From an optimization exercise on the open Yosys and OpenROAD flow, aimed at small area, a short achievable clock period and few clock cycles per item; shortcuts taken in it are not production practice. In this exercise RTL edits were held to simulation tests only and were not proved equivalent to the original. Power figures rest on the tool's default switching activity, not on a simulated workload.

===== flow/design.v =====
`timescale 1ns / 1ps
`timescale 1ns / 1ps
`timescale 1ns / 1ps
`timescale 1ns / 1ps
`timescale 1ns / 1ps
`timescale 1ns / 1ps
`timescale 1ns / 1ps
`timescale 1ns / 1ps
`timescale 1ns / 1ps
`timescale 1ns / 1ps
`timescale 1ns / 1ps
module distri_sketch_top#(
    parameter               HW  =   5,
                            DW  =   16
    )(
    input                   clk,
    input                   rst,
    input                   insert_i,
    input   [DW-1:0]        insert_id_i,
    input   [DW-1:0]        insert_latency_i,
    input   [DW-1:0]        insert_freq_th_i,
    output                  insert_end_o,
    input                   search_i,
    input   [DW-1:0]        search_id_i,
    input   [DW-1:0]        search_quantile_i,
    output  [DW-1:0]        search_latency_o,
    output                  search_end_o
);
  function [31:0] nextCRC32_D32;
    input [31:0] Data;
    input [31:0] crc;
    reg [31:0] d;
    reg [31:0] c;
    reg [31:0] newcrc;
  begin
    d = Data;
    c = crc;
    newcrc[0] = d[31] ^ d[30] ^ d[29] ^ d[28] ^ d[26] ^ d[25] ^ d[24] ^ d[16] ^ d[12] ^ d[10] ^ d[9] ^ d[6] ^ d[0] ^ c[0] ^ c[6] ^ c[9] ^ c[10] ^ c[12] ^ c[16] ^ c[24] ^ c[25] ^ c[26] ^ c[28] ^ c[29] ^ c[30] ^ c[31];
    newcrc[1] = d[28] ^ d[27] ^ d[24] ^ d[17] ^ d[16] ^ d[13] ^ d[12] ^ d[11] ^ d[9] ^ d[7] ^ d[6] ^ d[1] ^ d[0] ^ c[0] ^ c[1] ^ c[6] ^ c[7] ^ c[9] ^ c[11] ^ c[12] ^ c[13] ^ c[16] ^ c[17] ^ c[24] ^ c[27] ^ c[28];
    newcrc[2] = d[31] ^ d[30] ^ d[26] ^ d[24] ^ d[18] ^ d[17] ^ d[16] ^ d[14] ^ d[13] ^ d[9] ^ d[8] ^ d[7] ^ d[6] ^ d[2] ^ d[1] ^ d[0] ^ c[0] ^ c[1] ^ c[2] ^ c[6] ^ c[7] ^ c[8] ^ c[9] ^ c[13] ^ c[14] ^ c[16] ^ c[17] ^ c[18] ^ c[24] ^ c[26] ^ c[30] ^ c[31];
    newcrc[3] = d[31] ^ d[27] ^ d[25] ^ d[19] ^ d[18] ^ d[17] ^ d[15] ^ d[14] ^ d[10] ^ d[9] ^ d[8] ^ d[7] ^ d[3] ^ d[2] ^ d[1] ^ c[1] ^ c[2] ^ c[3] ^ c[7] ^ c[8] ^ c[9] ^ c[10] ^ c[14] ^ c[15] ^ c[17] ^ c[18] ^ c[19] ^ c[25] ^ c[27] ^ c[31];
    newcrc[4] = d[31] ^ d[30] ^ d[29] ^ d[25] ^ d[24] ^ d[20] ^ d[19] ^ d[18] ^ d[15] ^ d[12] ^ d[11] ^ d[8] ^ d[6] ^ d[4] ^ d[3] ^ d[2] ^ d[0] ^ c[0] ^ c[2] ^ c[3] ^ c[4] ^ c[6] ^ c[8] ^ c[11] ^ c[12] ^ c[15] ^ c[18] ^ c[19] ^ c[20] ^ c[24] ^ c[25] ^ c[29] ^ c[30] ^ c[31];
    newcrc[5] = d[29] ^ d[28] ^ d[24] ^ d[21] ^ d[20] ^ d[19] ^ d[13] ^ d[10] ^ d[7] ^ d[6] ^ d[5] ^ d[4] ^ d[3] ^ d[1] ^ d[0] ^ c[0] ^ c[1] ^ c[3] ^ c[4] ^ c[5] ^ c[6] ^ c[7] ^ c[10] ^ c[13] ^ c[19] ^ c[20] ^ c[21] ^ c[24] ^ c[28] ^ c[29];
    newcrc[6] = d[30] ^ d[29] ^ d[25] ^ d[22] ^ d[21] ^ d[20] ^ d[14] ^ d[11] ^ d[8] ^ d[7] ^ d[6] ^ d[5] ^ d[4] ^ d[2] ^ d[1] ^ c[1] ^ c[2] ^ c[4] ^ c[5] ^ c[6] ^ c[7] ^ c[8] ^ c[11] ^ c[14] ^ c[20] ^ c[21] ^ c[22] ^ c[25] ^ c[29] ^ c[30];
    newcrc[7] = d[29] ^ d[28] ^ d[25] ^ d[24] ^ d[23] ^ d[22] ^ d[21] ^ d[16] ^ d[15] ^ d[10] ^ d[8] ^ d[7] ^ d[5] ^ d[3] ^ d[2] ^ d[0] ^ c[0] ^ c[2] ^ c[3] ^ c[5] ^ c[7] ^ c[8] ^ c[10] ^ c[15] ^ c[16] ^ c[21] ^ c[22] ^ c[23] ^ c[24] ^ c[25] ^ c[28] ^ c[29];
    newcrc[8] = d[31] ^ d[28] ^ d[23] ^ d[22] ^ d[17] ^ d[12] ^ d[11] ^ d[10] ^ d[8] ^ d[4] ^ d[3] ^ d[1] ^ d[0] ^ c[0] ^ c[1] ^ c[3] ^ c[4] ^ c[8] ^ c[10] ^ c[11] ^ c[12] ^ c[17] ^ c[22] ^ c[23] ^ c[28] ^ c[31];
    newcrc[9] = d[29] ^ d[24] ^ d[23] ^ d[18] ^ d[13] ^ d[12] ^ d[11] ^ d[9] ^ d[5] ^ d[4] ^ d[2] ^ d[1] ^ c[1] ^ c[2] ^ c[4] ^ c[5] ^ c[9] ^ c[11] ^ c[12] ^ c[13] ^ c[18] ^ c[23] ^ c[24] ^ c[29];
    newcrc[10] = d[31] ^ d[29] ^ d[28] ^ d[26] ^ d[19] ^ d[16] ^ d[14] ^ d[13] ^ d[9] ^ d[5] ^ d[3] ^ d[2] ^ d[0] ^ c[0] ^ c[2] ^ c[3] ^ c[5] ^ c[9] ^ c[13] ^ c[14] ^ c[16] ^ c[19] ^ c[26] ^ c[28] ^ c[29] ^ c[31];
    newcrc[11] = d[31] ^ d[28] ^ d[27] ^ d[26] ^ d[25] ^ d[24] ^ d[20] ^ d[17] ^ d[16] ^ d[15] ^ d[14] ^ d[12] ^ d[9] ^ d[4] ^ d[3] ^ d[1] ^ d[0] ^ c[0] ^ c[1] ^ c[3] ^ c[4] ^ c[9] ^ c[12] ^ c[14] ^ c[15] ^ c[16] ^ c[17] ^ c[20] ^ c[24] ^ c[25] ^ c[26] ^ c[27] ^ c[28] ^ c[31];
    newcrc[12] = d[31] ^ d[30] ^ d[27] ^ d[24] ^ d[21] ^ d[18] ^ d[17] ^ d[15] ^ d[13] ^ d[12] ^ d[9] ^ d[6] ^ d[5] ^ d[4] ^ d[2] ^ d[1] ^ d[0] ^ c[0] ^ c[1] ^ c[2] ^ c[4] ^ c[5] ^ c[6] ^ c[9] ^ c[12] ^ c[13] ^ c[15] ^ c[17] ^ c[18] ^ c[21] ^ c[24] ^ c[27] ^ c[30] ^ c[31];
    newcrc[13] = d[31] ^ d[28] ^ d[25] ^ d[22] ^ d[19] ^ d[18] ^ d[16] ^ d[14] ^ d[13] ^ d[10] ^ d[7] ^ d[6] ^ d[5] ^ d[3] ^ d[2] ^ d[1] ^ c[1] ^ c[2] ^ c[3] ^ c[5] ^ c[6] ^ c[7] ^ c[10] ^ c[13] ^ c[14] ^ c[16] ^ c[18] ^ c[19] ^ c[22] ^ c[25] ^ c[28] ^ c[31];
    newcrc[14] = d[29] ^ d[26] ^ d[23] ^ d[20] ^ d[19] ^ d[17] ^ d[15] ^ d[14] ^ d[11] ^ d[8] ^ d[7] ^ d[6] ^ d[4] ^ d[3] ^ d[2] ^ c[2] ^ c[3] ^ c[4] ^ c[6] ^ c[7] ^ c[8] ^ c[11] ^ c[14] ^ c[15] ^ c[17] ^ c[19] ^ c[20] ^ c[23] ^ c[26] ^ c[29];
    newcrc[15] = d[30] ^ d[27] ^ d[24] ^ d[21] ^ d[20] ^ d[18] ^ d[16] ^ d[15] ^ d[12] ^ d[9] ^ d[8] ^ d[7] ^ d[5] ^ d[4] ^ d[3] ^ c[3] ^ c[4] ^ c[5] ^ c[7] ^ c[8] ^ c[9] ^ c[12] ^ c[15] ^ c[16] ^ c[18] ^ c[20] ^ c[21] ^ c[24] ^ c[27] ^ c[30];
    newcrc[16] = d[30] ^ d[29] ^ d[26] ^ d[24] ^ d[22] ^ d[21] ^ d[19] ^ d[17] ^ d[13] ^ d[12] ^ d[8] ^ d[5] ^ d[4] ^ d[0] ^ c[0] ^ c[4] ^ c[5] ^ c[8] ^ c[12] ^ c[13] ^ c[17] ^ c[19] ^ c[21] ^ c[22] ^ c[24] ^ c[26] ^ c[29] ^ c[30];
    newcrc[17] = d[31] ^ d[30] ^ d[27] ^ d[25] ^ d[23] ^ d[22] ^ d[20] ^ d[18] ^ d[14] ^ d[13] ^ d[9] ^ d[6] ^ d[5] ^ d[1] ^ c[1] ^ c[5] ^ c[6] ^ c[9] ^ c[13] ^ c[14] ^ c[18] ^ c[20] ^ c[22] ^ c[23] ^ c[25] ^ c[27] ^ c[30] ^ c[31];
    newcrc[18] = d[31] ^ d[28] ^ d[26] ^ d[24] ^ d[23] ^ d[21] ^ d[19] ^ d[15] ^ d[14] ^ d[10] ^ d[7] ^ d[6] ^ d[2] ^ c[2] ^ c[6] ^ c[7] ^ c[10] ^ c[14] ^ c[15] ^ c[19] ^ c[21] ^ c[23] ^ c[24] ^ c[26] ^ c[28] ^ c[31];
    newcrc[19] = d[29] ^ d[27] ^ d[25] ^ d[24] ^ d[22] ^ d[20] ^ d[16] ^ d[15] ^ d[11] ^ d[8] ^ d[7] ^ d[3] ^ c[3] ^ c[7] ^ c[8] ^ c[11] ^ c[15] ^ c[16] ^ c[20] ^ c[22] ^ c[24] ^ c[25] ^ c[27] ^ c[29];
    newcrc[20] = d[30] ^ d[28] ^ d[26] ^ d[25] ^ d[23] ^ d[21] ^ d[17] ^ d[16] ^ d[12] ^ d[9] ^ d[8] ^ d[4] ^ c[4] ^ c[8] ^ c[9] ^ c[12] ^ c[16] ^ c[17] ^ c[21] ^ c[23] ^ c[25] ^ c[26] ^ c[28] ^ c[30];
    newcrc[21] = d[31] ^ d[29] ^ d[27] ^ d[26] ^ d[24] ^ d[22] ^ d[18] ^ d[17] ^ d[13] ^ d[10] ^ d[9] ^ d[5] ^ c[5] ^ c[9] ^ c[10] ^ c[13] ^ c[17] ^ c[18] ^ c[22] ^ c[24] ^ c[26] ^ c[27] ^ c[29] ^ c[31];
    newcrc[22] = d[31] ^ d[29] ^ d[27] ^ d[26] ^ d[24] ^ d[23] ^ d[19] ^ d[18] ^ d[16] ^ d[14] ^ d[12] ^ d[11] ^ d[9] ^ d[0] ^ c[0] ^ c[9] ^ c[11] ^ c[12] ^ c[14] ^ c[16] ^ c[18] ^ c[19] ^ c[23] ^ c[24] ^ c[26] ^ c[27] ^ c[29] ^ c[31];
    newcrc[23] = d[31] ^ d[29] ^ d[27] ^ d[26] ^ d[20] ^ d[19] ^ d[17] ^ d[16] ^ d[15] ^ d[13] ^ d[9] ^ d[6] ^ d[1] ^ d[0] ^ c[0] ^ c[1] ^ c[6] ^ c[9] ^ c[13] ^ c[15] ^ c[16] ^ c[17] ^ c[19] ^ c[20] ^ c[26] ^ c[27] ^ c[29] ^ c[31];
    newcrc[24] = d[30] ^ d[28] ^ d[27] ^ d[21] ^ d[20] ^ d[18] ^ d[17] ^ d[16] ^ d[14] ^ d[10] ^ d[7] ^ d[2] ^ d[1] ^ c[1] ^ c[2] ^ c[7] ^ c[10] ^ c[14] ^ c[16] ^ c[17] ^ c[18] ^ c[20] ^ c[21] ^ c[27] ^ c[28] ^ c[30];
    newcrc[25] = d[31] ^ d[29] ^ d[28] ^ d[22] ^ d[21] ^ d[19] ^ d[18] ^ d[17] ^ d[15] ^ d[11] ^ d[8] ^ d[3] ^ d[2] ^ c[2] ^ c[3] ^ c[8] ^ c[11] ^ c[15] ^ c[17] ^ c[18] ^ c[19] ^ c[21] ^ c[22] ^ c[28] ^ c[29] ^ c[31];
    newcrc[26] = d[31] ^ d[28] ^ d[26] ^ d[25] ^ d[24] ^ d[23] ^ d[22] ^ d[20] ^ d[19] ^ d[18] ^ d[10] ^ d[6] ^ d[4] ^ d[3] ^ d[0] ^ c[0] ^ c[3] ^ c[4] ^ c[6] ^ c[10] ^ c[18] ^ c[19] ^ c[20] ^ c[22] ^ c[23] ^ c[24] ^ c[25] ^ c[26] ^ c[28] ^ c[31];
    newcrc[27] = d[29] ^ d[27] ^ d[26] ^ d[25] ^ d[24] ^ d[23] ^ d[21] ^ d[20] ^ d[19] ^ d[11] ^ d[7] ^ d[5] ^ d[4] ^ d[1] ^ c[1] ^ c[4] ^ c[5] ^ c[7] ^ c[11] ^ c[19] ^ c[20] ^ c[21] ^ c[23] ^ c[24] ^ c[25] ^ c[26] ^ c[27] ^ c[29];
    newcrc[28] = d[30] ^ d[28] ^ d[27] ^ d[26] ^ d[25] ^ d[24] ^ d[22] ^ d[21] ^ d[20] ^ d[12] ^ d[8] ^ d[6] ^ d[5] ^ d[2] ^ c[2] ^ c[5] ^ c[6] ^ c[8] ^ c[12] ^ c[20] ^ c[21] ^ c[22] ^ c[24] ^ c[25] ^ c[26] ^ c[27] ^ c[28] ^ c[30];
    newcrc[29] = d[31] ^ d[29] ^ d[28] ^ d[27] ^ d[26] ^ d[25] ^ d[23] ^ d[22] ^ d[21] ^ d[13] ^ d[9] ^ d[7] ^ d[6] ^ d[3] ^ c[3] ^ c[6] ^ c[7] ^ c[9] ^ c[13] ^ c[21] ^ c[22] ^ c[23] ^ c[25] ^ c[26] ^ c[27] ^ c[28] ^ c[29] ^ c[31];
    newcrc[30] = d[30] ^ d[29] ^ d[28] ^ d[27] ^ d[26] ^ d[24] ^ d[23] ^ d[22] ^ d[14] ^ d[10] ^ d[8] ^ d[7] ^ d[4] ^ c[4] ^ c[7] ^ c[8] ^ c[10] ^ c[14] ^ c[22] ^ c[23] ^ c[24] ^ c[26] ^ c[27] ^ c[28] ^ c[29] ^ c[30];
    newcrc[31] = d[31] ^ d[30] ^ d[29] ^ d[28] ^ d[27] ^ d[25] ^ d[24] ^ d[23] ^ d[15] ^ d[11] ^ d[9] ^ d[8] ^ d[5] ^ c[5] ^ c[8] ^ c[9] ^ c[11] ^ c[15] ^ c[23] ^ c[24] ^ c[25] ^ c[27] ^ c[28] ^ c[29] ^ c[30] ^ c[31];
    nextCRC32_D32 = newcrc;
  end
  endfunction
    function [4:0] lg;
        input [15:0] v;
        reg   [15:0] vm1;
        integer k;
    begin
        vm1 = v - 16'd1;
        lg = 5'd0;
        for (k = 0; k < 16; k = k + 1)
            if (vm1[k]) lg = k + 1;
        if (v == 16'd0) lg = 5'd0;
    end
    endfunction
    function [15:0] rd16;
        input [32*16-1:0] t;
        input [31:0]      sel;
        integer k;
    begin
        rd16 = 16'h0;
        for (k = 0; k < 32; k = k + 1)
            rd16 = rd16 | (t[k*16 +: 16] & {16{sel[k]}});
    end
    endfunction
    function [4:0] rd5;
        input [32*5-1:0] t;
        input [31:0]     sel;
        integer k;
    begin
        rd5 = 5'h0;
        for (k = 0; k < 32; k = k + 1)
            rd5 = rd5 | (t[k*5 +: 5] & {5{sel[k]}});
    end
    endfunction
    function [4:0] nbits;
        input [16:0] v;
        integer k;
    begin
        nbits = 5'd0;
        for (k = 0; k < 17; k = k + 1)
            if (v[k]) nbits = k + 1;
    end
    endfunction
    function [31:0] dec;
        input [4:0] a;
    begin
        dec = 32'h1 << a;
    end
    endfunction
    function [9:0] qt;
        input [4:0] t;
        reg  [31:0] c;
    begin
        c  = nextCRC32_D32({27'h0, t}, 32'h0);
        qt = {c[31:27], c[4:0]};
    end
    endfunction
    localparam [31:0] INIT = 32'h8ec7_95ad;
    wire [15:0] id_a   = insert_i ? insert_id_i : search_id_i;
    wire [31:0] crc_id = nextCRC32_D32({16'h0, id_a}, INIT);
    wire [31:0] crc_kp = nextCRC32_D32({16'h0, id_a[7:0], 8'h0}, INIT);
    wire [31:0] crc_s  = nextCRC32_D32({16'h0, search_id_i}, INIT);
    wire [4:0]  r1A    = crc_s[4:0];
    wire [4:0]  r2A    = crc_s[31:27];
    wire        zA;                      
    reg         insB, srB, ins_done;
    reg  [4:0]  r1B, r2B, kp1B, kp2B;
    reg  [15:0] latB, opB;
    always @(posedge clk or negedge rst) begin
        if (!rst) begin
            insB     <= 1'b0;
            srB      <= 1'b0;
            ins_done <= 1'b0;
        end else begin
            insB     <= insert_i;
            srB      <= search_i & ~zA;
            ins_done <= insert_i;
        end
    end
    always @(posedge clk) begin
        r1B  <= crc_id[4:0];
        r2B  <= crc_id[31:27];
        kp1B <= crc_kp[4:0];
        kp2B <= crc_kp[31:27];
        latB <= insert_latency_i;
        opB  <= insert_i ? insert_freq_th_i : search_quantile_i;
    end
    reg         insC, passC, srC, vD, hitD, vE, hitE, srch_done;
    reg         firstC;
    reg  [5:0]  saC, sbC;
    reg  [4:0]  r1C, r2C, lC, a3a, a3b, tC, tD, tE, kp1C, kp2C;
    reg  [15:0] naC, nbC, s2aC, s2bC, fC, vAD, vBD, cnt, m, res;
    reg  [4:0]  s2cC, s2dC;
    reg  [16:0] qC;
    reg  [19:0] pp0, pp1, pp2, pp3;
    wire w1C = insC & ~passC;
    wire w2C = insC &  passC;
    wire [15:0] s2a_new = s2aC + 16'd1;
    wire [15:0] s2b_new = s2bC + 16'd1;
    wire [4:0]  s2c_new = (s2cC > lC) ? s2cC : lC;
    wire [4:0]  s2d_new = (s2dC > lC) ? s2dC : lC;
    wire [32*16-1:0] f_s1a, f_s1b, f_s2a, f_s2b, f_s3a, f_s3b;
    wire [32*5-1:0]  f_s2c, f_s2d;
    wire [31:0]      f_v1a, f_v1b, f_v2a, f_v2b, f_s4a, f_s4b, f_nzc, f_nzd;
    wire [31:0] d3a = dec(a3a) & f_s4a;
    wire [31:0] d3b = dec(a3b) & f_s4b;
    wire [15:0] s3a_rd = rd16(f_s3a, d3a);
    wire [15:0] s3b_rd = rd16(f_s3b, d3b);
    wire [15:0] s3a_new = s3a_rd + 16'd1;
    wire [15:0] s3b_new = s3b_rd + 16'd1;
    wire [31:0] e1a = {32{w1C}} & dec(r1C);
    wire [31:0] e1b = {32{w1C}} & dec(r2C);
    wire [31:0] e2a = {32{w2C}} & dec(r1C);
    wire [31:0] e2b = {32{w2C}} & dec(r2C);
    wire [31:0] e3a = {32{w2C}} & dec(a3a);
    wire [31:0] e3b = {32{w2C}} & dec(a3b);
    genvar g;
    generate
        for (g = 0; g < 32; g = g + 1) begin : row
            reg [15:0] s1a, s1b, s2a, s2b, s3a, s3b;
            reg [4:0]  s2c, s2d;
            reg        v1a, v1b, v2a, v2b, s4a, s4b;
            always @(posedge clk) begin
                if (e1a[g]) s1a <= naC;
                if (e1b[g]) s1b <= nbC;
                if (e2a[g]) begin s2a <= s2a_new; s2c <= s2c_new; end
                if (e2b[g]) begin s2b <= s2b_new; s2d <= s2d_new; end
                if (e3a[g]) s3a <= s3a_new;
                if (e3b[g]) s3b <= s3b_new;
            end
            always @(posedge clk or negedge rst) begin
                if (!rst) begin
                    v1a <= 1'b0; v1b <= 1'b0; v2a <= 1'b0; v2b <= 1'b0;
                    s4a <= 1'b0; s4b <= 1'b0;
                end else begin
                    if (e1a[g]) v1a <= 1'b1;
                    if (e1b[g]) v1b <= 1'b1;
                    if (e2a[g]) v2a <= 1'b1;
                    if (e2b[g]) v2b <= 1'b1;
                    if (e3a[g]) s4a <= 1'b1;
                    if (e3b[g]) s4b <= 1'b1;
                end
            end
            assign f_s1a[g*16 +: 16] = s1a;
            assign f_s1b[g*16 +: 16] = s1b;
            assign f_s2a[g*16 +: 16] = s2a;
            assign f_s2b[g*16 +: 16] = s2b;
            assign f_s3a[g*16 +: 16] = s3a;
            assign f_s3b[g*16 +: 16] = s3b;
            assign f_s2c[g*5 +: 5]   = s2c;
            assign f_s2d[g*5 +: 5]   = s2d;
            assign f_v1a[g] = v1a;
            assign f_v1b[g] = v1b;
            assign f_v2a[g] = v2a;
            assign f_v2b[g] = v2b;
            assign f_s4a[g] = s4a;
            assign f_s4b[g] = s4b;
            assign f_nzc[g] = v2a & (|s2c);
            assign f_nzd[g] = v2b & (|s2d);
        end
    endgenerate
    wire        nzA1 = |(f_nzc & dec(r1A));
    wire        nzA2 = |(f_nzd & dec(r2A));
    wire        pendA = (insB & ((r1B == r1A) | (r2B == r2A))) |
                        (w2C  & ((r1C == r1A) | (r2C == r2A)));
    assign      zA = search_i & ~pendA & ~(nzA1 & nzA2);
    wire [31:0] d1B = dec(r1B);
    wire [31:0] d2B = dec(r2B);
    wire        m1 = (r1C == r1B);
    wire        m2 = (r2C == r2B);
    wire [15:0] a_B = (w1C & m1) ? naC : rd16(f_s1a, d1B & f_v1a);
    wire [15:0] b_B = (w1C & m2) ? nbC : rd16(f_s1b, d2B & f_v1b);
    wire [31:0] d1S = d1B & f_v2a;
    wire [31:0] d2S = d2B & f_v2b;
    wire        f1 = w2C & m1;
    wire        f2 = w2C & m2;
    wire [15:0] s2a_B = f1 ? s2a_new : rd16(f_s2a, d1S);
    wire [15:0] s2b_B = f2 ? s2b_new : rd16(f_s2b, d2S);
    wire [4:0]  s2c_B = f1 ? s2c_new : rd5(f_s2c, d1S);
    wire [4:0]  s2d_B = f2 ? s2d_new : rd5(f_s2d, d2S);
    wire        pass_B = (a_B >= opB) & (b_B >= opB);
    wire [4:0]  l_B    = lg(latB);
    wire [9:0]  ql_B   = qt(l_B);
    wire [15:0] f_B    = (s2a_B < s2b_B) ? s2a_B : s2b_B;
    wire        c_lt   = (s2c_B < s2d_B);
    wire [4:0]  t0_B   = c_lt ? s2c_B : s2d_B;
    wire        zB     = srB & (t0_B == 5'd0);
    wire [16:0] q2_B   = 17'h10000 - {1'b0, opB};
    wire [9:0]  qc     = qt(s2c_B);
    wire [9:0]  qd     = qt(s2d_B);
    wire [9:0]  q0     = c_lt ? qc : qd;
    wire        hit_C = (|d3a) & (|d3b);
    wire        m0    = (saC <= 6'd16) | (sbC <= 6'd16);
    wire [15:0] mga   = (saC > 6'd31) ? 16'h0 : ~((16'h1 << (saC - 6'd16)) - 16'd1);
    wire [15:0] mgb   = (sbC > 6'd31) ? 16'h0 : ~((16'h1 << (sbC - 6'd16)) - 16'd1);
    wire [15:0] mge   = mga | mgb;
    wire        geA   = |(s3a_rd & mge);
    wire        geB   = |(s3b_rd & mge);
    wire        fast  = srC & hit_C & (m0 | (firstC & geA & geB));
    wire [4:0]  tn    = tC - 5'd1;
    wire [9:0]  qn    = qt(tn);
    wire [15:0] vmin  = (vAD < vBD) ? vAD : vBD;
    wire [31:0] psum  = {12'h0, pp0} + {8'h0, pp1, 4'h0} + {4'h0, pp2, 8'h0} + {pp3, 12'h0};
    wire        stopE = vE & ((hitE & (m <= cnt)) | (tE == 5'd0));
    wire        stop  = stopE | fast;
    always @(posedge clk or negedge rst) begin
        if (!rst) begin
            insC      <= 1'b0;
            srC       <= 1'b0;
            firstC    <= 1'b0;
            vD        <= 1'b0;
            vE        <= 1'b0;
            srch_done <= 1'b0;
        end else begin
            insC      <= insB;
            firstC    <= srB & ~zB;
            if (srB & ~zB)
                srC <= 1'b1;
            else if (stop | (tC == 5'd0))
                srC <= 1'b0;
            vD        <= srC & ~stop;
            vE        <= vD & ~stop;
            srch_done <= zA | zB | stop;
        end
    end
    always @(posedge clk) begin
        passC <= pass_B;
        naC   <= a_B + 16'd1;
        nbC   <= b_B + 16'd1;
        r1C   <= r1B;
        r2C   <= r2B;
        lC    <= l_B;
        s2aC  <= s2a_B;
        s2bC  <= s2b_B;
        s2cC  <= s2c_B;
        s2dC  <= s2d_B;
        if (insB) begin
            a3a <= kp1B ^ ql_B[4:0];
            a3b <= kp2B ^ ql_B[9:5];
        end else if (srB) begin
            a3a <= kp1B ^ q0[4:0];
            a3b <= kp2B ^ q0[9:5];
        end else begin
            a3a <= kp1C ^ qn[4:0];
            a3b <= kp2C ^ qn[9:5];
        end
        if (srB) begin
            fC   <= f_B;
            tC   <= t0_B;
            kp1C <= kp1B;
            kp2C <= kp2B;
            qC   <= q2_B;
            saC  <= {1'b0, nbits({1'b0, s2a_B})} + {1'b0, nbits(q2_B)};
            sbC  <= {1'b0, nbits({1'b0, s2b_B})} + {1'b0, nbits(q2_B)};
        end else
            tC   <= tn;
        vAD  <= s3a_rd;
        vBD  <= s3b_rd;
        hitD <= hit_C;
        tD   <= tC;
        pp0  <= fC * qC[3:0];
        pp1  <= fC * qC[7:4];
        pp2  <= fC * qC[11:8];
        pp3  <= fC * qC[15:12];
        if (srB)
            cnt <= 16'd0;
        else if (vD & hitD)
            cnt <= cnt + vmin;
        m    <= qC[16] ? fC : psum[31:16];
        hitE <= hitD;
        tE   <= tD;
        if (zA | zB)
            res <= 16'd1;
        else if (stopE)
            res <= 16'd1 << tE;
        else if (fast)
            res <= 16'd1 << tC;
    end
    assign insert_end_o     = ins_done;
    assign search_end_o     = srch_done;
    assign search_latency_o = res;
endmodule

===== flow/run.sh =====
#!/bin/bash
# synth_recipe.tcl (not shown) runs the flow's synth.tcl, then flattens the netlist and writes it again
# the make line also repeats each setting of config.mk as NAME=value (left out here)
make -C /OpenROAD-flow-scripts/flow DESIGN_CONFIG=/design/flow/config.mk WORK_HOME=/design/flow/orfs CLKGATE_MAP_FILE= SYNTH_SCRIPT=/design/flow/synth_recipe.tcl finish

===== flow/config.mk =====
export PLATFORM = sky130hd
export DESIGN_NAME = distri_sketch_top
export DESIGN_NICKNAME = distri_sketch_top
export VERILOG_FILES = /design/flow/design.v
export SDC_FILE = /design/flow/constraint.sdc
export NUM_CORES = 4
export LEC_CHECK = 0
export ABC_CLOCK_PERIOD_IN_PS = 3000
export CAP_MARGIN = 20
export CORE_MARGIN = 2
export CORE_UTILIZATION = 55
export CTS_CLUSTER_DIAMETER = 100
export CTS_CLUSTER_SIZE = 30
export PLACE_DENSITY = 0.7
export SETUP_SLACK_MARGIN = 5
export SLEW_MARGIN = 20

===== flow/constraint.sdc =====
create_clock -name core_clock -period 9.5 [get_ports {clk}]
set_input_delay 1.9000 -clock core_clock [delete_from_list [all_inputs] [get_ports {clk}]]
set_output_delay 1.9000 -clock core_clock [all_outputs]
set_load 0.01 [all_outputs]

==> flow_summary.yaml, run 1 <==
clock_network:
  cts_buffer_depth: 4
  path_clk_slew_ps: 110
  htreeDepth: 4
  cts_tree: "done"
  cts_hold_buf: 0
  numClockSinks: 3972
  cts-buffers-inserted: 165
  cts-root-buf: "clkbuf_16"
  insertion_delay_ps: 980
global_route:
  grt_max_degree: 99
  grt_pass1_wl_mm: 839
  grt_busiest_layer: "met2"
  track_usage_pct: 39.0
  grt_util_met2_pct: 58.4
  use_met1_pct: 51.3
  first_global_vias: 109000
  globalRouteMet3Util_pct: 10.5
  antenna_found_initial: 43
  gr-total-overflow: 0
finish:
  final_common_cell: "edfxtp_1"
  drive_above_1_share_pct: 18.2
  fin_cells: 16000
  final_nets: 12400
  fin_area_mm2: 0.188
  layout_common_cells: "3447 x edfxtp_1, 992 x a22oi_1, 633 x buf_4, 519 x nand3_1, 512 x nand4_1"
  syn2layout_area_growth_pct: 13.3
  fill_cells: 21800
worst_setup_path:
  crit_fanout: 8
  critPathLaunch: "r2B[3]"
  end_kind: "register"
  reg2reg_slack_ps: 4730
  startpoint_type: "register"
  cp-endpoint: "res[1]"
  r2r-end: "res[1]"
  r2r_cells: 21
  worstPathArrival_ps: 5610
  required_ps: 10340
  r2r_start: "r2B[3]"
  path_class: "reg2reg"
pwr:
  total_leakage_power_uw: 0.0624
  ir_worst_vdd_v: 0.000245
  p_total_uw: 42600
  power.density_mw_per_mm2: 227
synthesis:
  synth_edf_count: 3447
  synth_area_leaders: "edfxtp_1 62%, a22oi_1 4.6%, dfxtp_1 3.9%"
  synthArstFlopShare_pct: 5.04
  synth_area_mm2: 0.166
  yosysTopAreaCell: "edfxtp_1"
  ys_seq_elements: 3972
  synth_cells: 11500
  netlist-cell-type-count: 121
  avgSynthCellArea_um2: 14.4
  ys_seq_area_share_pct: 69.4
  yosys_most_used_dff: "edfxtp_1"
  yosysWarnings: 1
  syn-num-nets: 12000
  yosysTopAreaCellShare_pct: 62.5
placement:
  numPortBuffers: 101
  dpl-instance-area_mm2: 0.174
  pre_cts_slack_ps: 2810
  placedCellCount: 15400
  place_congestion: 0.994
  dp_hpwl_mm: 377
timing:
  period_share_pct: 50.2
  slew_violations: 0
  finClkSkew_ps: 110
  hold_viol: 0
  fmax_mhz: 210
  fin_tns_setup_ps: 0
  rsz0062_at_grt: "true"
  setup_viol: 0
  finalCriticalPeriod_ps: 4770
  layout_setup_ws_ps: 4730
  tightest_slew_ps: 1220
  max-slew-margin-rel_pct: 18.1
job:
  cap_viol_max_count: 0
route:
  first_pass_iters: 8
  remaining_drc_errors: 0
  routed_wl_mm: 615
  drt_iter0_markers: 19200
  vias_per_cell: 7.16
  drtAntennaViolNets: 0
  post_drt_wl_per_cell_um: 38.3
  vias: 115000
floorplan:
  rows: 201
  core_area_mm2: 0.300
  io_pins: 102
  die_area_mm2: 0.306
  fp.dieW_um: 553
  die_y_um: 553
  initial_core_util_pct: 55.3
worst_hold_path:
  hp-class: "reg2reg"
run_status:
  status: "timing/DRC/antenna clean"
[flip-flops by register name, indices dropped and copies added, names as in the netlist, 17 cells and up]
register / cells
row.s1b: 512
row.s2b: 512
row.v1a: 32
pp3: 20
pp1: 20
row.s2a: 512
row.s4a: 32
pp2: 20
row.v1b: 32
row.s3b: 512
row.s2d: 160
row.v2a: 32
row.s4b: 32
row.s3a: 512
row.v2b: 32
qC: 17
row.s2c: 160
row.s1a: 512
[per-layer routing]
| metal | vias to the layer above | share of wire (%) |
|---|---|---|
| met5 | - | 0.035 |
| met4 | 26 | 7.4 |
| met3 | 2069 | 14 |
| met2 | 9513 | 44 |
| met1 | 57300 | 34 |
| li1 | 45900 | - |
[synthesized netlist by cell type, types with 259 or more instances]
master       n
and3_1     435
a22oi_1   1009
nand2_1    459
edfxtp_1  3447
nand4_1    512
dfxtp_1    325
and4_1     270
clkbuf_1   528
ha_1       273
nor2_1     441
nand3_1    529
inv_1      259
[area by class of cell]
class	instances	area, um2	share of cell area (%)
clock buffers	255	4610	2.46
inverters	261	991	0.528
multi-input cells	6592	51800	27.6
well taps	3958	4950	2.64
flip-flops and latches	3972	115000	61.4
repair buffers	944	9480	5.05
clock inverters	40	623	0.332
diodes	26	65.1	0.0347
[what timing repair did]
action,in CTS,in global routing
setup endpoints to repair,969,810
cloned,33,19
resized for setup,572,440
setup buffers,157,162
pin swaps,89,108
[how the worst min path moves through the flow]
stage          startpoint  endpoint  slack (ps)  depth (start not counted)
4_1_cts             tD[2]     tE[2]         330                          0
6_report            tD[2]     tE[2]         330                          0
5_1_grt             tD[2]     tE[2]         340                          0
3_5_place_dp        tD[2]     tE[2]         310                          0
3_3_place_gp        tD[2]     tE[2]         310                          0
2_1_floorplan       tD[0]     tE[0]         310                          0
[critical path, stage by stage (launching register included)]
cell and delay, ps:
dfxtp_4 470, buf_12 150, and3b_4 250, buf_12 150, and2_4 140, buf_12 140, buf_6 120, a2111oi_4 350
nand4_1 290, or3_4 420, o21a_4 160, inv_4 70, ha_4 200, nand4_1 170, nor2_2 70, a22o_1 280
nor3_4 300, mux2i_4 340, a31oi_4 130, buf_12 210, buf_12 150, o21a_1 110
[metrics by stage]
stage               hold WS (ps)  util, %
CTS                          334     61.3
detailed placement           312     58.0
finish                       335     62.6
global placement             313     58.0
floorplan                    310        -
global route                 335     62.6
[cells by family after synthesis]
group / after synthesis / synth area share [%]
XOR/XNOR: 356 / 1.99
AND/OR/NAND/NOR: 3719 / 12.9
adder cells (fa/ha/maj): 411 / 3.73
flip-flops: 3972 / 69.4
buffers and inverters: 957 / 2.43
multiplexers: 79 / 0.524
AO/OA/AOI/OAI: 2008 / 8.96
[where the power goes]
part	internal, uW	switching (uW)	leakage, uW
logic	4280	7540	0.0270
registers	20500	1130	0.0328
clock network	3610	5560	0.00251
Testbench counts, summed over its fixed seeds: cycles 5,058, items 3,840.
==> inputs of run 2 (changes only) <==
--- a/flow/config.mk
+++ b/flow/config.mk
@@ -6,11 +6,11 @@
 export NUM_CORES = 4
 export LEC_CHECK = 0
 export ABC_CLOCK_PERIOD_IN_PS = 3000
-export CAP_MARGIN = 20
+export CAP_MARGIN = 0
 export CORE_MARGIN = 2
 export CORE_UTILIZATION = 55
-export CTS_CLUSTER_DIAMETER = 100
-export CTS_CLUSTER_SIZE = 30
+export CTS_CLUSTER_DIAMETER = 80
+export CTS_CLUSTER_SIZE = 24
 export PLACE_DENSITY = 0.7
 export SETUP_SLACK_MARGIN = 5
-export SLEW_MARGIN = 20
+export SLEW_MARGIN = 0
==> flow_summary.yaml, run 2 <==
timing:
  finalCriticalPeriod_ps: 4850
  fin_tns_setup_ps: 0
  layout_setup_ws_ps: 4650
  fmax_mhz: 206
  tightest_slew_ps: 1370
  rsz0062_at_grt: "true"
  slew_violations: 0
  setup_viol: 0
  hold_viol: 0
  finClkSkew_ps: 73.8
  period_share_pct: 51.1
  max-slew-margin-rel_pct: 8.44
worst_setup_path:
  r2r_cells: 20
  end_kind: "register"
  startpoint_type: "register"
  critical_path.cell_chain: "buf_8 > clkbuf_16 > nor2_1 > buf_4 > and4_4 > a2111oi_4 > nand4_1 > or3_4 > and2_4 > inv_2 > ha_4 > nand4_1 > nor2_1 > a22o_4 > nor3_4 > mux2i_4 > a31oi_4 > buf_12 > buf_16 > o21a_1"
  required_ps: 10360
  critPathLaunch: "r2B[2]"
  r2r_start: "r2B[2]"
  worstPathArrival_ps: 5720
  crit_fanout: 9
  r2r-end: "res[8]"
  path_class: "reg2reg"
  reg2reg_slack_ps: 4650
  slowest_delay_ps: 540
  cp-endpoint: "res[8]"
  cp_slowest_cell: "dfxtp_4"
worst_hold_path:
  hp-class: "reg2reg"
  min_from: "tD[2]"
  hold_depth: 0
floorplan:
  die_area_mm2: 0.306
  rows: 201
  initial_core_util_pct: 55.3
  io_pins: 102
  core_area_mm2: 0.300
  fp.dieW_um: 553
  die_y_um: 553
synthesis:
  synth_area_leaders: "edfxtp_1 62%, a22oi_1 4.6%, dfxtp_1 3.9%"
  synth_cells: 11500
  synthTopCellsByCount: "3447 x edfxtp_1, 1009 x a22oi_1, 529 x nand3_1, 528 x clkbuf_1, 512 x nand4_1"
  syn-num-nets: 12000
  ys_seq_area_share_pct: 69.4
  ys_seq_elements: 3972
  avgSynthCellArea_um2: 14.4
  synth.most_common_cell: "edfxtp_1"
  synthArstFlopShare_pct: 5.04
  yosysTopAreaCellShare_pct: 62.5
  yosys_most_used_dff: "edfxtp_1"
  netlist-cell-type-count: 121
  synth_area_mm2: 0.166
  yosysWarnings: 1
  yosysTopAreaCell: "edfxtp_1"
  synth_edf_count: 3447
global_route:
  track_usage_pct: 39.1
  grt_busiest_layer: "met2"
  first_global_vias: 109000
  globalRouteMet3Util_pct: 10.7
  gr-total-overflow: 0
  grt_max_degree: 99
  grt_pass1_wl_mm: 841
  grt_util_met2_pct: 58.7
  antenna_found_initial: 36
  use_met1_pct: 51.3
pwr:
  power.density_mw_per_mm2: 231
  p_total_uw: 43500
  ir_worst_vdd_v: 0.000334
  total_leakage_power_uw: 0.0627
route:
  routed_wl_mm: 616
  first_pass_iters: 6
  vias_per_cell: 7.13
  vias: 115000
  remaining_drc_errors: 0
  post_drt_wl_per_cell_um: 38.2
  drtAntennaViolNets: 0
  drt_iter0_markers: 19900
clock_network:
  insertion_delay_ps: 990
  cts_buffer_depth: 4
  path_clk_slew_ps: 100
  cts_hold_buf: 0
  cts-buffers-inserted: 203
  numClockSinks: 3972
  htreeDepth: 4
  cts_tree: "done"
  cts-root-buf: "clkbuf_16"
placement:
  pre_cts_slack_ps: 2590
  dp_hpwl_mm: 377
  place_congestion: 0.994
  numPortBuffers: 101
finish:
  final_common_cell: "edfxtp_1"
  fill_cells: 21700
  register_area_mm2: 0.115
  drive_above_1_share_pct: 18.3
  layout_common_cells: "3447 x edfxtp_1, 992 x a22oi_1, 631 x buf_4, 520 x nand3_1, 512 x nand4_1"
  final_nets: 12500
  syn2layout_area_growth_pct: 13.8
  multi_input_area_mm2: 0.0518
run_status:
  status: "timing/DRC/antenna clean"
job:
  cap_viol_max_count: 0
-- run 2: final cells by class --
cell class / instances / area share [%]
flip-flops and latches: 3972 / 61.1
clock inverters: 49 / 0.332
multi-input cells: 6591 / 27.5
clock buffers: 318 / 2.99
inverters: 261 / 0.525
well taps: 3958 / 2.63
diodes: 22 / 0.0292
repair buffers: 927 / 4.91
-- run 2: what timing repair did --
action / 4_1_cts / 5_1_grt
setup endpoints to repair: 1031 / 753
pin swaps: 107 / 101
gates cloned: 36 / 15
setup buffers: 192 / 118
gates resized for setup: 686 / 363
-- run 2: logic make-up after synthesis --
group	Yosys count	synth area share (%)
buffers and inverters	957	2.43
muxes	79	0.524
adders and majority gates	411	3.73
xor gates and xnor gates	356	1.99
DFF	3972	69.4
and+or+nand+nor	3719	12.9
AOI/OAI and AO/OA	2008	8.96
-- run 2: how the worst min path moves through the flow --
stage	end	slack, ps
2_1_floorplan	tE[0]	310
3_3_place_gp	tE[2]	310
3_5_place_dp	tE[2]	310
4_1_cts	tE[2]	340
5_1_grt	tE[2]	340
6_report	tE[2]	330
-- run 2: worst max-delay path: cells and delay by family, from the launching register on --
| kind | cells | cell delay (ps) |
|---|---|---|
| AOI/OAI and AO/OA | 4 | 800 |
| adders and majority gates | 1 | 210 |
| buffers and inverters | 6 | 1020 |
| DFF | 1 | 540 |
| muxes | 1 | 350 |
| and+or+nand+nor | 8 | 1800 |
-- run 2: layer usage --
metal,share of wire (%),up-vias
met5,0.029,-
met1,35,57400
met2,44,9326
met3,14,2052
met4,7.4,28
li1,-,46000
-- run 2: through the flow --
step	instance area (um2)	util (%)	instances	hold slack, ps
detailed placement	174000	58.0	15300	312
global placement	174000	58.0	15300	313
finish	188000	62.9	16100	334
global route	188000	62.8	16100	338
CTS	185000	61.9	15900	335
floorplan	166000	-	11500	310
-- run 2: report_power, final --
group          switching [uW]  total (uW)  leakage, uW  internal (uW)
Sequential               1150       21700       0.0328          20500
Clock                    5760       10000      0.00300           4250
Combinational            7510       11800       0.0269           4330
==> inputs of run 3 (changes only) <==
--- a/flow/config.mk
+++ b/flow/config.mk
@@ -5,6 +5,7 @@
 export SDC_FILE = /design/flow/constraint.sdc
 export NUM_CORES = 4
 export LEC_CHECK = 0
+export ABC_AREA = 1
 export ABC_CLOCK_PERIOD_IN_PS = 3000
 export CAP_MARGIN = 0
 export CORE_MARGIN = 2
==> flow_summary.yaml, run 3 <==
floorplan:
  core_area_mm2: 0.302
  rows: 202
  die_y_um: 554
  fp.dieW_um: 554
  die_area_mm2: 0.307
  io_pins: 102
  initial_core_util_pct: 55.1
clock_network:
  htreeDepth: 4
  cts_buffer_depth: 4
  numClockSinks: 3972
  insertion_delay_ps: 970
  cts-root-buf: "clkbuf_16"
  path_clk_slew_ps: 100
  cts-buffers-inserted: 198
  cts_tree: "done"
timing:
  setup_viol: 0
  fmax_mhz: 221
  tightest_slew_ps: 1370
  finClkSkew_ps: 61.0
  hold_ws_ps: 318
  rsz0062_at_grt: "true"
  max-slew-margin-rel_pct: 7.94
  finalCriticalPeriod_ps: 4520
  slew_violations: 0
  layout_setup_ws_ps: 4980
  period_share_pct: 47.6
  hold_viol: 0
  fin_tns_setup_ps: 0
synthesis:
  yosysWarnings: 1
  yosysTopAreaCell: "edfxtp_1"
  syn-num-nets: 14300
  netlist-cell-type-count: 78
  synthArstFlopShare_pct: 5.04
  yosysTopAreaCellShare_pct: 62.2
  synth_cells: 13800
  synth_area_mm2: 0.166
  synth.most_common_cell: "nand2_1"
  synth_edf_count: 3447
  ys_seq_area_share_pct: 69.1
  avgSynthCellArea_um2: 12.0
  ys_seq_elements: 3972
  synth_area_leaders: "edfxtp_1 62%, nand2_1 8.1%, dfxtp_1 3.9%"
  yosys_most_used_dff: "edfxtp_1"
  synthTopCellsByCount: "3610 x nand2_1, 3447 x edfxtp_1, 1132 x inv_1, 901 x nor2_1, 590 x nand3_1"
pwr:
  p_sw_uw: 15600
  p_seq_share_pct: 49.3
  p_int_uw: 29300
  total_leakage_power_uw: 0.0685
  power.density_mw_per_mm2: 241
  ir_worst_vdd_v: 0.000328
  power_frac_clock_pct: 22.0
  swShare_pct: 34.8
  p_comb_share_pct: 28.7
route:
  first_pass_iters: 7
  vias: 114000
  routed_wl_mm: 540
  drt_iter0_markers: 19000
  drtAntennaViolNets: 0
  post_drt_wl_per_cell_um: 29.1
  vias_per_cell: 6.15
  remaining_drc_errors: 0
finish:
  final_nets: 14900
  register_area_mm2: 0.115
  drive_above_1_share_pct: 13.3
  layout_common_cells: "3583 x nand2_1, 3447 x edfxtp_1, 1073 x inv_1, 748 x nor2_1, 606 x buf_4"
  syn2layout_area_growth_pct: 11.5
  fill_cells: 23100
  multi_input_area_mm2: 0.0474
  final_common_cell: "nand2_1"
  fin_cells: 18600
placement:
  dp_hpwl_mm: 343
  place_congestion: 1.02
  pre_cts_slack_ps: 3510
  placedCellCount: 17900
  numPortBuffers: 101
worst_setup_path:
  critical_path.cell_chain: "inv_2 > nand3_2 > nor2_2 > nand3_2 > clkinv_2 > a211oi_1 > nand2_1 > nor2_1 > nand2_1 > ha_1"
  reg2reg_slack_ps: 4980
  required_ps: 10060
  cp_slowest_cell: "ha_1"
  r2r_cells: 10
  path_class: "reg2reg"
  slowest_delay_ps: 1180
  worstPathArrival_ps: 5080
  startpoint_type: "register"
  end_kind: "register"
  crit_fanout: 32
global_route:
  antenna_found_initial: 25
  grt_max_degree: 74
  first_global_vias: 106000
  grt_pass1_wl_mm: 756
  track_usage_pct: 34.3
  gr-total-overflow: 0
worst_hold_path:
  hold_depth: 0
  hp-class: "reg2reg"
run_status:
  status: "timing/DRC/antenna clean"
job:
  cap_viol_max_count: 0
[run 3: changes by cell type after synthesis, sizes merged, moves of 171 or more]
| cell | change |
|---|---|
| nor2 | +544 |
| a2111oi | -171 |
| and4 | -271 |
| and3 | -446 |
| nand2 | +3178 |
| inv | +976 |
| clkbuf | -343 |
| a22oi | -946 |
| and2 | -227 |
[run 3: logic make-up after synthesis]
family / count (synthesis) / synth area share [%]
adders and majority gates: 411 / 3.71
and+or+nand+nor: 6105 / 15.9
AOI/OAI and AO/OA: 1352 / 5.47
DFF: 3972 / 69.1
muxes: 26 / 0.171
buffers and inverters: 1636 / 3.96
xor gates and xnor gates: 324 / 1.72
[run 3: power groups by stage]
stage	sequential (uW)	combinational [uW]	clock, uW
CTS	22100	11900	9850
detailed placement	22400	11400	0
floorplan	22000	7250	0
global placement	22400	11200	0
finish	22100	12900	9860
global route	22200	14000	10400
[run 3: layout make-up]
cell class,instances,area share [%]
Inverter,1245,2.83
Timing Repair Buffer,781,3.68
Multi-Input combinational cell,8227,25.5
Clock inverter,42,0.284
Clock buffer,328,2.99
Tap cell,3978,2.68
Timing Repair inverter,6,0.0189
Sequential cell,3972,62.0
Antenna cell,16,0.0216
[run 3: routing by layer]
metal | vias up | GRT usage, % | routed length [um]
met3 | 1214 | 9.53 | 78100
met5 | - | 0.281 | 233
met2 | 7972 | 51.4 | 236000
met1 | 55800 | 48.3 | 203000
met4 | 20 | 11.8 | 23000
li1 | 49400 | - | -
[run 3: repair_timing]
item | CTS | global route
cloned | 9 | 10
pin swaps | 25 | 66
endpoints found under the setup margin | 277 | 413
gates resized for setup | 304 | 365
setup buffers | 144 | 154
hold buffers | 0 | 0
[run 3: final timing paths]
check                           startpoint              to
worst max-delay path                a3b[2]  row[31].s3b[1]
worst min-delay path                 tD[2]           tE[2]
worst max register to register      a3b[2]  row[31].s3b[1]
worst min register to register       tD[2]           tE[2]
max in group asynchronous              rst     row[22].v1b
min in group asynchronous              rst        ins_done
[run 3: stage by stage]
step                      instance area (um2)  total power (uW)  utilization (%)
final                                  186000             44800             61.5
after detailed placement               174000             33800             57.7
after floorplan                        166000             29300                -
after global placement                 174000             33600             57.7
after global routing                   186000             46600             61.5
after CTS                              183000             43800             60.5
[run 3: worst max-delay path: cells and delay by family, from the launching register on]
family                     cells  cell delay, ps
AOI/OAI and AO/OA              1             590
buffers and inverters          2             630
DFF                            1             620
and+or+nand+nor                6            1070
adders and majority gates      1            1180
==> inputs of run 4 (changes only) <==
--- a/flow/config.mk
+++ b/flow/config.mk
@@ -6,7 +6,6 @@
 export NUM_CORES = 4
 export LEC_CHECK = 0
 export ABC_AREA = 1
-export ABC_CLOCK_PERIOD_IN_PS = 3000
 export CAP_MARGIN = 0
 export CORE_MARGIN = 2
 export CORE_UTILIZATION = 55
==> flow_summary.yaml, run 4 <==
synthesis:
  yosys.area_share.xor_xnor_pct: 1.72
  netlist-cell-type-count: 78
  synthTopCellsByCount: "3610 x nand2_1, 3447 x edfxtp_1, 1132 x inv_1, 901 x nor2_1, 590 x nand3_1"
  ys_seq_area_share_pct: 69.1
  synthArstFlopShare_pct: 5.04
  synth-simple-area-share_pct: 15.9
  muxShareOfSynthArea_pct: 0.171
  synth_compound_area_share_pct: 5.47
  yosysTopAreaCell: "edfxtp_1"
  syn-num-nets: 14300
  synth_area_mm2: 0.166
  synth_area_leaders: "edfxtp_1 62%, nand2_1 8.1%, dfxtp_1 3.9%"
  yosysTopAreaCellShare_pct: 62.2
  synth_top_family_by_area: "simple AND/OR/NAND/NOR gates"
  synth_edf_count: 3447
  ys_seq_elements: 3972
  avgSynthCellArea_um2: 12.0
  yosysWarnings: 1
  synth_cells: 13800
  synth.most_common_cell: "nand2_1"
  synth-adder-area-share_pct: 3.71
  yosys_most_used_dff: "edfxtp_1"
finish:
  final_nets: 14900
  final_common_cell: "nand2_1"
  fill_cells: 23100
  syn2layout_area_growth_pct: 11.5
  layout_common_cells: "3583 x nand2_1, 3447 x edfxtp_1, 1073 x inv_1, 748 x nor2_1, 606 x buf_4"
  utilization_pct: 61.5
  fin_area_mm2: 0.186
  register_area_mm2: 0.115
  multi_input_area_mm2: 0.0474
  drive_above_1_share_pct: 13.3
worst_setup_path:
  required_ps: 10060
  r2r-end: "row[31].s3b[1]"
  end_kind: "register"
  crit_fanout: 32
  critPathLaunch: "a3b[2]"
  reg2reg_slack_ps: 4980
  worstPathArrival_ps: 5080
  r2r_start: "a3b[2]"
  r2r_cells: 10
  startpoint_type: "register"
  path_class: "reg2reg"
global_route:
  antenna_found_initial: 25
  gr-total-overflow: 0
  grt_pass1_wl_mm: 756
  first_global_vias: 106000
  track_usage_pct: 34.3
  grt_max_degree: 74
pwr:
  power.density_mw_per_mm2: 241
  total_leakage_power_uw: 0.0685
  ir_worst_vdd_v: 0.000328
run_status:
  status: "timing/DRC/antenna clean"
timing:
  slew_violations: 0
  fin_tns_setup_ps: 0
  fmax_mhz: 221
  tightest_slew_ps: 1370
  max-slew-margin-rel_pct: 7.94
  hold_viol: 0
  rsz0062_at_grt: "true"
  setup_viol: 0
  finalCriticalPeriod_ps: 4520
  finClkSkew_ps: 61.0
  hold_ws_ps: 318
  period_share_pct: 47.6
placement:
  dp_hpwl_mm: 343
  place_congestion: 1.02
  numPortBuffers: 101
  dpl-instance-area_mm2: 0.174
clock_network:
  cts_hold_buf: 0
  numClockSinks: 3972
  path_clk_slew_ps: 100
  cts-buffers-inserted: 198
  cts_tree: "done"
  cts-root-buf: "clkbuf_16"
  cts_buffer_depth: 4
  htreeDepth: 4
  insertion_delay_ps: 970
route:
  post_drt_wl_per_cell_um: 29.1
  routed_wl_mm: 540
  vias: 114000
  vias_per_cell: 6.15
  remaining_drc_errors: 0
  drt_iter0_markers: 19000
  first_pass_iters: 7
  drtAntennaViolNets: 0
worst_hold_path:
  hp-class: "reg2reg"
  hold_depth: 0
  min_from: "tD[2]"
  min_to: "tE[2]"
floorplan:
  initial_core_util_pct: 55.1
  io_pins: 102
  rows: 202
  fp.dieW_um: 554
  die_area_mm2: 0.307
  core_area_mm2: 0.302
  die_y_um: 554
job:
  cap_viol_max_count: 0
[run 4: cell counts in the layout (fill, tap and decap cells not counted)]
Identical to the previous run, type by type.
[run 4: per-stage QoR]
stage          instances  worst slack (ps)  total power, uW
6_report           18600              4980            44800
5_1_grt            18600              4690            46600
4_1_cts            18400              4990            43800
3_5_place_dp       17900              3510            33800
3_3_place_gp       17900              3450            33600
2_1_floorplan      13800              5090            29300
[run 4: layout make-up]
cell class | count | area share [%]
Sequential cell | 3972 | 62.0
Inverter | 1245 | 2.83
Timing Repair inverter | 6 | 0.0189
Antenna cell | 16 | 0.0216
Multi-Input combinational cell | 8227 | 25.5
Clock buffer | 328 | 2.99
Tap cell | 3978 | 2.68
Timing Repair Buffer | 781 | 3.68
Clock inverter | 42 | 0.284
[run 4: logic make-up after synthesis]
| group | after synthesis |
|---|---|
| AND/OR/NAND/NOR | 6105 |
| multiplexers | 26 |
| buffers and inverters | 1636 |
| adder cells (fa/ha/maj) | 411 |
| AO/OA/AOI/OAI | 1352 |
| flip-flops | 3972 |
| XOR/XNOR | 324 |
[run 4: worst max-delay path by stage]
stage / slack, ps / to / cells after the start
6_report: 4980 / row[31].s3b[1] / 10
5_1_grt: 4690 / pp1[18] / 20
4_1_cts: 4990 / saC[5] / 34
3_5_place_dp: 3510 / fC[8] / 18
3_3_place_gp: 3450 / fC[0] / 18
2_1_floorplan: 5090 / res[10] / 20
[run 4: per-layer routing]
layer / global-route usage (%) / wire length (um) / vias up
li1: - / - / 49400
met1: 48.3 / 203000 / 55800
met2: 51.4 / 236000 / 7972
met3: 9.53 / 78100 / 1214
met4: 11.8 / 23000 / 20
met5: 0.281 / 233 / -
[run 4: timing repair]
item                       in CTS  in global routing
hold endpoints to repair        0                  0
cloned                          9                 10
gates resized for setup       304                365
buffers inserted              144                154
setup endpoints to repair     277                413
pin swaps                      25                 66
[run 4: power breakdown]
part           total [uW]  leakage [uW]  switching [uW]  internal [uW]
registers           22100        0.0335            1030          21100
clock network        9860       0.00291            5650           4210
logic               12900        0.0321            8910           3980
total               44800        0.0685           15600          29300
[run 4: critical path, cell delays in order, from the launching register on]
cell      delay [ps]
dfxtp_1          620
inv_2            170
nand3_2          140
nor2_2            70
nand3_2           90
clkinv_2         460
a211oi_1         590
nand2_1          110
nor2_1           390
nand2_1          270
ha_1            1180
==> inputs of run 5 (changes only) <==
--- a/flow/config.mk
+++ b/flow/config.mk
@@ -6,11 +6,12 @@
 export NUM_CORES = 4
 export LEC_CHECK = 0
 export ABC_AREA = 1
+export ABC_CLOCK_PERIOD_IN_PS = 3000
 export CAP_MARGIN = 0
 export CORE_MARGIN = 2
 export CORE_UTILIZATION = 55
-export CTS_CLUSTER_DIAMETER = 80
-export CTS_CLUSTER_SIZE = 24
+export CTS_CLUSTER_DIAMETER = 90
+export CTS_CLUSTER_SIZE = 28
 export PLACE_DENSITY = 0.7
 export SETUP_SLACK_MARGIN = 5
 export SLEW_MARGIN = 0
==> flow_summary.yaml, run 5 <==
timing:
  tightest_slew_ps: 1380
  fin_tns_setup_ps: 0
  period_share_pct: 48.3
  setup_viol: 0
  finalCriticalPeriod_ps: 4590
  max-slew-margin-rel_pct: 7.31
  finClkSkew_ps: 61.4
  fmax_mhz: 218
  slew_violations: 0
  hold_viol: 0
  rsz0062_at_grt: "true"
synthesis:
  synth.most_common_cell: "nand2_1"
  netlist-cell-type-count: 78
  yosysTopAreaCell: "edfxtp_1"
  synth_cells: 13800
  synth_area_leaders: "edfxtp_1 62%, nand2_1 8.1%, dfxtp_1 3.9%"
  yosys_most_used_dff: "edfxtp_1"
  syn-num-nets: 14300
  synth_area_mm2: 0.166
  synthTopCellsByCount: "3610 x nand2_1, 3447 x edfxtp_1, 1132 x inv_1, 901 x nor2_1, 590 x nand3_1"
  synthArstFlopShare_pct: 5.04
  ys_seq_elements: 3972
  synth_edf_count: 3447
  yosysWarnings: 1
  avgSynthCellArea_um2: 12.0
  ys_seq_area_share_pct: 69.1
  yosysTopAreaCellShare_pct: 62.2
floorplan:
  die_y_um: 554
  io_pins: 102
  core_area_mm2: 0.302
  rows: 202
  fp.dieW_um: 554
  initial_core_util_pct: 55.1
  die_area_mm2: 0.307
finish:
  layout_common_cells: "3583 x nand2_1, 3447 x edfxtp_1, 1075 x inv_1, 756 x nor2_1, 601 x buf_4"
  drive_above_1_share_pct: 13.1
  syn2layout_area_growth_pct: 11.0
  final_nets: 14900
  final_common_cell: "nand2_1"
  fill_cells: 23200
  fin_area_mm2: 0.185
  fin_cells: 18500
route:
  post_drt_wl_per_cell_um: 29.1
  drtAntennaViolNets: 0
  first_pass_iters: 7
  remaining_drc_errors: 0
  vias_per_cell: 6.15
  routed_wl_mm: 539
  drt_iter0_markers: 18400
  vias: 114000
placement:
  numPortBuffers: 101
  placedCellCount: 17900
  place_congestion: 1.02
  dp_hpwl_mm: 343
  dpl-instance-area_mm2: 0.174
clock_network:
  path_clk_slew_ps: 110
  cts-root-buf: "clkbuf_16"
  htreeDepth: 4
  cts_buffer_depth: 4
  numClockSinks: 3972
  cts_tree: "done"
  cts_hold_buf: 0
  cts-buffers-inserted: 174
  insertion_delay_ps: 940
global_route:
  antenna_found_initial: 28
  grt_util_met2_pct: 51.4
  gr-total-overflow: 0
  use_met1_pct: 48.3
  first_global_vias: 105000
  grt_pass1_wl_mm: 753
  globalRouteMet3Util_pct: 9.50
  grt_max_degree: 74
  track_usage_pct: 34.2
  grt_busiest_layer: "met2"
pwr:
  p_int_uw: 28900
  total_leakage_power_uw: 0.0681
  power.density_mw_per_mm2: 240
  p_comb_share_pct: 29.4
  p_sw_uw: 15500
  swShare_pct: 34.9
  p_seq_share_pct: 49.9
  ir_worst_vdd_v: 0.000311
  power_frac_clock_pct: 20.8
worst_setup_path:
  critical_path.cell_chain: "inv_2 > nand3_2 > nor2_2 > nand3_2 > inv_2 > a211oi_1 > nand2_1 > nor2_1 > nand2_1 > ha_1 > nand2_1 > nor3_2 > nor2_2"
  path_class: "reg2reg"
  slowest_delay_ps: 1010
  crit_fanout: 32
  end_kind: "register"
  startpoint_type: "register"
  cpMostUsedCell: "nand2_1"
  cp_slowest_cell: "nor2_2"
  cp.buffers_inverters: 2
  worstPathArrival_ps: 5110
  required_ps: 10020
  crit_family: "simple AND/OR/NAND/NOR gates"
run_status:
  status: "timing/DRC/antenna clean"
worst_hold_path:
  hp-class: "reg2reg"
job:
  cap_viol_max_count: 0
[run 5: cell families (layout without fill, tap and decap cells)]
group	Yosys count	in the layout	synth area share, %
compound gates	1352	1352	5.47
simple gates	6105	6112	15.9
mux	26	26	0.171
fa+ha+maj	411	411	3.71
flops	3972	3972	69.1
other cells	0	17	0
xor+xnor	324	325	1.72
buf+inv	1636	2343	3.96
[run 5: timing repair]
| item | in CTS | in global routing |
|---|---|---|
| endpoints found under the setup margin | 266 | 397 |
| pin swaps | 22 | 72 |
| hold endpoints to repair | 0 | 0 |
| buffers inserted | 133 | 161 |
| gates cloned | 8 | 12 |
| gates resized for setup | 297 | 329 |
[run 5: power groups by stage]
stage               clock network, uW  logic, uW  registers [uW]
finish                           9210      13000           22100
global route                     9760      14100           22200
CTS                              9190      11900           22100
detailed placement                  0      11400           22400
global placement                    0      11200           22400
floorplan                           0       7250           22000
[run 5: final timing paths]
kind	startpoint	endpoint	slack, ps	cells after the start
worst max-delay path	a3b[2]	row[24].s3b[6]	4910	13
worst min-delay path	tD[2]	tE[2]	310	0
worst max register to register	a3b[2]	row[24].s3b[6]	4910	13
worst min register to register	tD[2]	tE[2]	310	0
max in group asynchronous	rst	insC	6960	2
min in group asynchronous	rst	ins_done	1020	1
[run 5: final cells by class]
class                   count  area, um2  area share, %
inverters                1245       5190           2.81
multi-input cells        8226      47300           25.6
clock buffers             279       4910           2.66
repair inverters            6       35.0         0.0190
well taps                3978       4980           2.69
repair buffers            779       6800           3.68
clock inverters            34        420          0.228
flip-flops and latches   3972     115000           62.3
diodes                     17       42.5         0.0230
[run 5: metrics by stage]
step | util [%] | setup slack [ps] | hold WS [ps] | total power [uW]
after floorplan | - | 5090 | 310 | 29300
after global placement | 57.7 | 3450 | 311 | 33600
after detailed placement | 57.7 | 3510 | 312 | 33800
after CTS | 60.2 | 4970 | 322 | 43100
after global routing | 61.2 | 4820 | 324 | 46000
final | 61.2 | 4910 | 314 | 44300
[run 5: per-layer routing]
| layer | share of wire [%] | wire length, um | up-vias |
|---|---|---|---|
| met5 | 0.057 | 305 | - |
| met4 | 4.0 | 21400 | 24 |
| met3 | 15 | 78300 | 1188 |
| met2 | 44 | 237000 | 7878 |
| met1 | 37 | 202000 | 55600 |
| li1 | - | - | 49300 |
==> inputs of run 6 (changes only) <==
--- a/flow/config.mk
+++ b/flow/config.mk
@@ -9,9 +9,9 @@
 export ABC_CLOCK_PERIOD_IN_PS = 3000
 export CAP_MARGIN = 0
 export CORE_MARGIN = 2
-export CORE_UTILIZATION = 55
-export CTS_CLUSTER_DIAMETER = 90
-export CTS_CLUSTER_SIZE = 28
-export PLACE_DENSITY = 0.7
+export CORE_UTILIZATION = 65
+export CTS_CLUSTER_DIAMETER = 80
+export CTS_CLUSTER_SIZE = 24
+export PLACE_DENSITY = 0.78
 export SETUP_SLACK_MARGIN = 5
 export SLEW_MARGIN = 0
==> flow_summary.yaml, run 6 <==
worst_setup_path:
  path_class: "reg2reg"
  cpMostUsedCell: "nand2_1"
  critical_path.cell_chain: "buf_6 > inv_8 > nand3_1 > clkinv_2 > a22o_1 > nor2_1 > nand2_1 > nor2_1 > nand2_2 > nand2_1 > nand2_1 > nor2_1 > nand4_1 > nand3_1 > nand2_2 > nand2_8 > nand2_4 > nor2_2 > nand2_1 > nand2_1"
  crit_family: "simple AND/OR/NAND/NOR gates"
  slowest_delay_ps: 400
  worstPathArrival_ps: 5310
  crit_fanout: 26
  cp_slowest_cell: "clkinv_2"
  cp.buffers_inverters: 3
  end_kind: "register"
  required_ps: 10350
  startpoint_type: "register"
finish:
  final_common_cell: "nand2_1"
  utilization_pct: 72.8
  drive_above_1_share_pct: 13.1
  layout_common_cells: "3572 x nand2_1, 3447 x edfxtp_1, 1087 x inv_1, 783 x nor2_1, 588 x buf_4"
  final_nets: 14900
  syn2layout_area_growth_pct: 11.3
global_route:
  track_usage_pct: 42.7
  antenna_found_initial: 32
  grt_max_degree: 64
  gr-total-overflow: 0
  grt_pass1_wl_mm: 785
  first_global_vias: 111000
pwr:
  p_seq_share_pct: 49.6
  swShare_pct: 34.8
  p_sw_uw: 15600
  p_comb_share_pct: 28.5
  ir_worst_vdd_v: 0.000456
  power_frac_clock_pct: 21.9
  total_leakage_power_uw: 0.0688
  p_int_uw: 29100
  power.density_mw_per_mm2: 241
timing:
  layout_setup_ws_ps: 5040
  hold_viol: 0
  max-slew-margin-rel_pct: 8.32
  finalCriticalPeriod_ps: 4460
  finClkSkew_ps: 78.6
  fmax_mhz: 224
  period_share_pct: 47.0
  slew_violations: 0
  hold_ws_ps: 333
  fin_tns_setup_ps: 0
  setup_viol: 0
  tightest_slew_ps: 1370
  rsz0062_at_grt: "true"
clock_network:
  cts_hold_buf: 0
  path_clk_slew_ps: 90
  cts-root-buf: "clkbuf_16"
  htreeDepth: 4
  numClockSinks: 3972
  insertion_delay_ps: 950
  cts-buffers-inserted: 196
  cts_tree: "done"
  cts_buffer_depth: 3
synthesis:
  ys_seq_elements: 3972
  synth_cells: 13800
  synthArstFlopShare_pct: 5.04
  avgSynthCellArea_um2: 12.0
  yosys_most_used_dff: "edfxtp_1"
  yosysWarnings: 1
  yosysTopAreaCell: "edfxtp_1"
  synthTopCellsByCount: "3610 x nand2_1, 3447 x edfxtp_1, 1132 x inv_1, 901 x nor2_1, 590 x nand3_1"
  synth_area_mm2: 0.166
  yosysTopAreaCellShare_pct: 62.2
  synth_edf_count: 3447
  syn-num-nets: 14300
  netlist-cell-type-count: 78
  synth.most_common_cell: "nand2_1"
  ys_seq_area_share_pct: 69.1
  synth_area_leaders: "edfxtp_1 62%, nand2_1 8.1%, dfxtp_1 3.9%"
floorplan:
  fp.dieW_um: 510
  rows: 185
  io_pins: 102
  initial_core_util_pct: 65.4
  core_area_mm2: 0.254
  die_area_mm2: 0.260
  die_y_um: 510
route:
  first_pass_iters: 9
  remaining_drc_errors: 0
  vias: 117000
  routed_wl_mm: 562
  drt_iter0_markers: 18800
  drtAntennaViolNets: 0
  post_drt_wl_per_cell_um: 31.3
  vias_per_cell: 6.50
run_status:
  status: "timing/DRC/antenna clean"
placement:
  numPortBuffers: 101
  pre_cts_slack_ps: 3240
  dp_hpwl_mm: 365
  place_congestion: 1.01
worst_hold_path:
  hp-class: "reg2reg"
job:
  cap_viol_max_count: 0
[run 6: power by group through the flow]
stage | registers, uW | logic (uW) | clock network, uW
2_1_floorplan | 22000 | 7250 | 0
3_3_place_gp | 22400 | 11100 | 0
3_5_place_dp | 22500 | 11400 | 0
4_1_cts | 22100 | 11800 | 9760
5_1_grt | 22300 | 13700 | 10300
6_report | 22200 | 12700 | 9800
[run 6: cells by family (layout without fill, tap and decap cells)]
group | Yosys count | count (layout) | synth area share, %
fa+ha+maj | 411 | 411 | 3.71
simple gates | 6105 | 6108 | 15.9
compound gates | 1352 | 1352 | 5.47
mux | 26 | 26 | 0.171
flops | 3972 | 3972 | 69.1
xor+xnor | 324 | 325 | 1.72
buf+inv | 1636 | 2389 | 3.96
other cells | 0 | 18 | 0
[run 6: layout make-up]
cell class	count	area, um2
well taps	3366	4210
clock inverters	48	782
repair inverters	8	56.3
diodes	18	45.0
clock buffers	309	5400
inverters	1245	5200
fillers	16400	69100
flip-flops and latches	3972	115000
repair buffers	779	6950
multi-input cells	8222	47500
[run 6: path summary, 6_finish.rpt]
path	start	end	slack, ps	cells past startpoint
worst max-delay path	a3a[4]	srC	5040	20
worst min-delay path	tD[2]	tE[2]	330	0
worst max register to register	a3a[4]	srC	5040	20
worst min register to register	tD[2]	tE[2]	330	0
max in group asynchronous	rst	insC	6410	3
min in group asynchronous	rst	row[0].s4a	850	1
[run 6: repair_timing]
item                       4_1_cts  5_1_grt
resized for setup              360      372
setup buffers                  147      133
cloned                           8        9
pin swaps                       24       58
setup endpoints to repair      744      384
[run 6: per-stage QoR]
| step | instance area (um2) | power, uW | instances |
|---|---|---|---|
| floorplan | 166000 | 29300 | 13800 |
| global placement | 173000 | 33500 | 17300 |
| detailed placement | 173000 | 33900 | 17300 |
| CTS | 182000 | 43700 | 17800 |
| global route | 185000 | 46300 | 18000 |
| finish | 185000 | 44700 | 18000 |
[run 6: per-layer routing]
layer  GRT usage (%)  up-vias  wire length (um)
met5               0        -               170
met4            23.4       24             39200
met3            11.6     1812             81700
met2            64.7     9282            250000
met1            56.8    56300            192000
li1                -    49300                 -

==> what the ideal ports hide <==
Ports are ideal in the flow. The routed layouts listed here were re-timed in OpenROAD.
Step 1, drivers: a clkbuf_16 drives clk and a buf_2 each remaining input, both assumed.
Step 2 also shifts input and output timing later by t, the mid clock arrival at the registers, as if the neighbouring blocks saw the same clock.
Three values: ideal ports, drivers, drivers and shift; two values: the first two.
run	t (ns)	setup WS [ns]
run 1	1.030	4.728 / 4.728 / 3.703
run 2	1.052	4.648 / 4.648 / 3.717
run 3	1.039	4.976 / 4.976 / 4.140
run 4	1.039	4.976 / 4.976 / 4.140
run 5	1.019	4.912 / 4.912 / 4.123
run 6	1.011	5.040 / 5.040 / 4.143
After both steps every run listed still meets setup and hold.
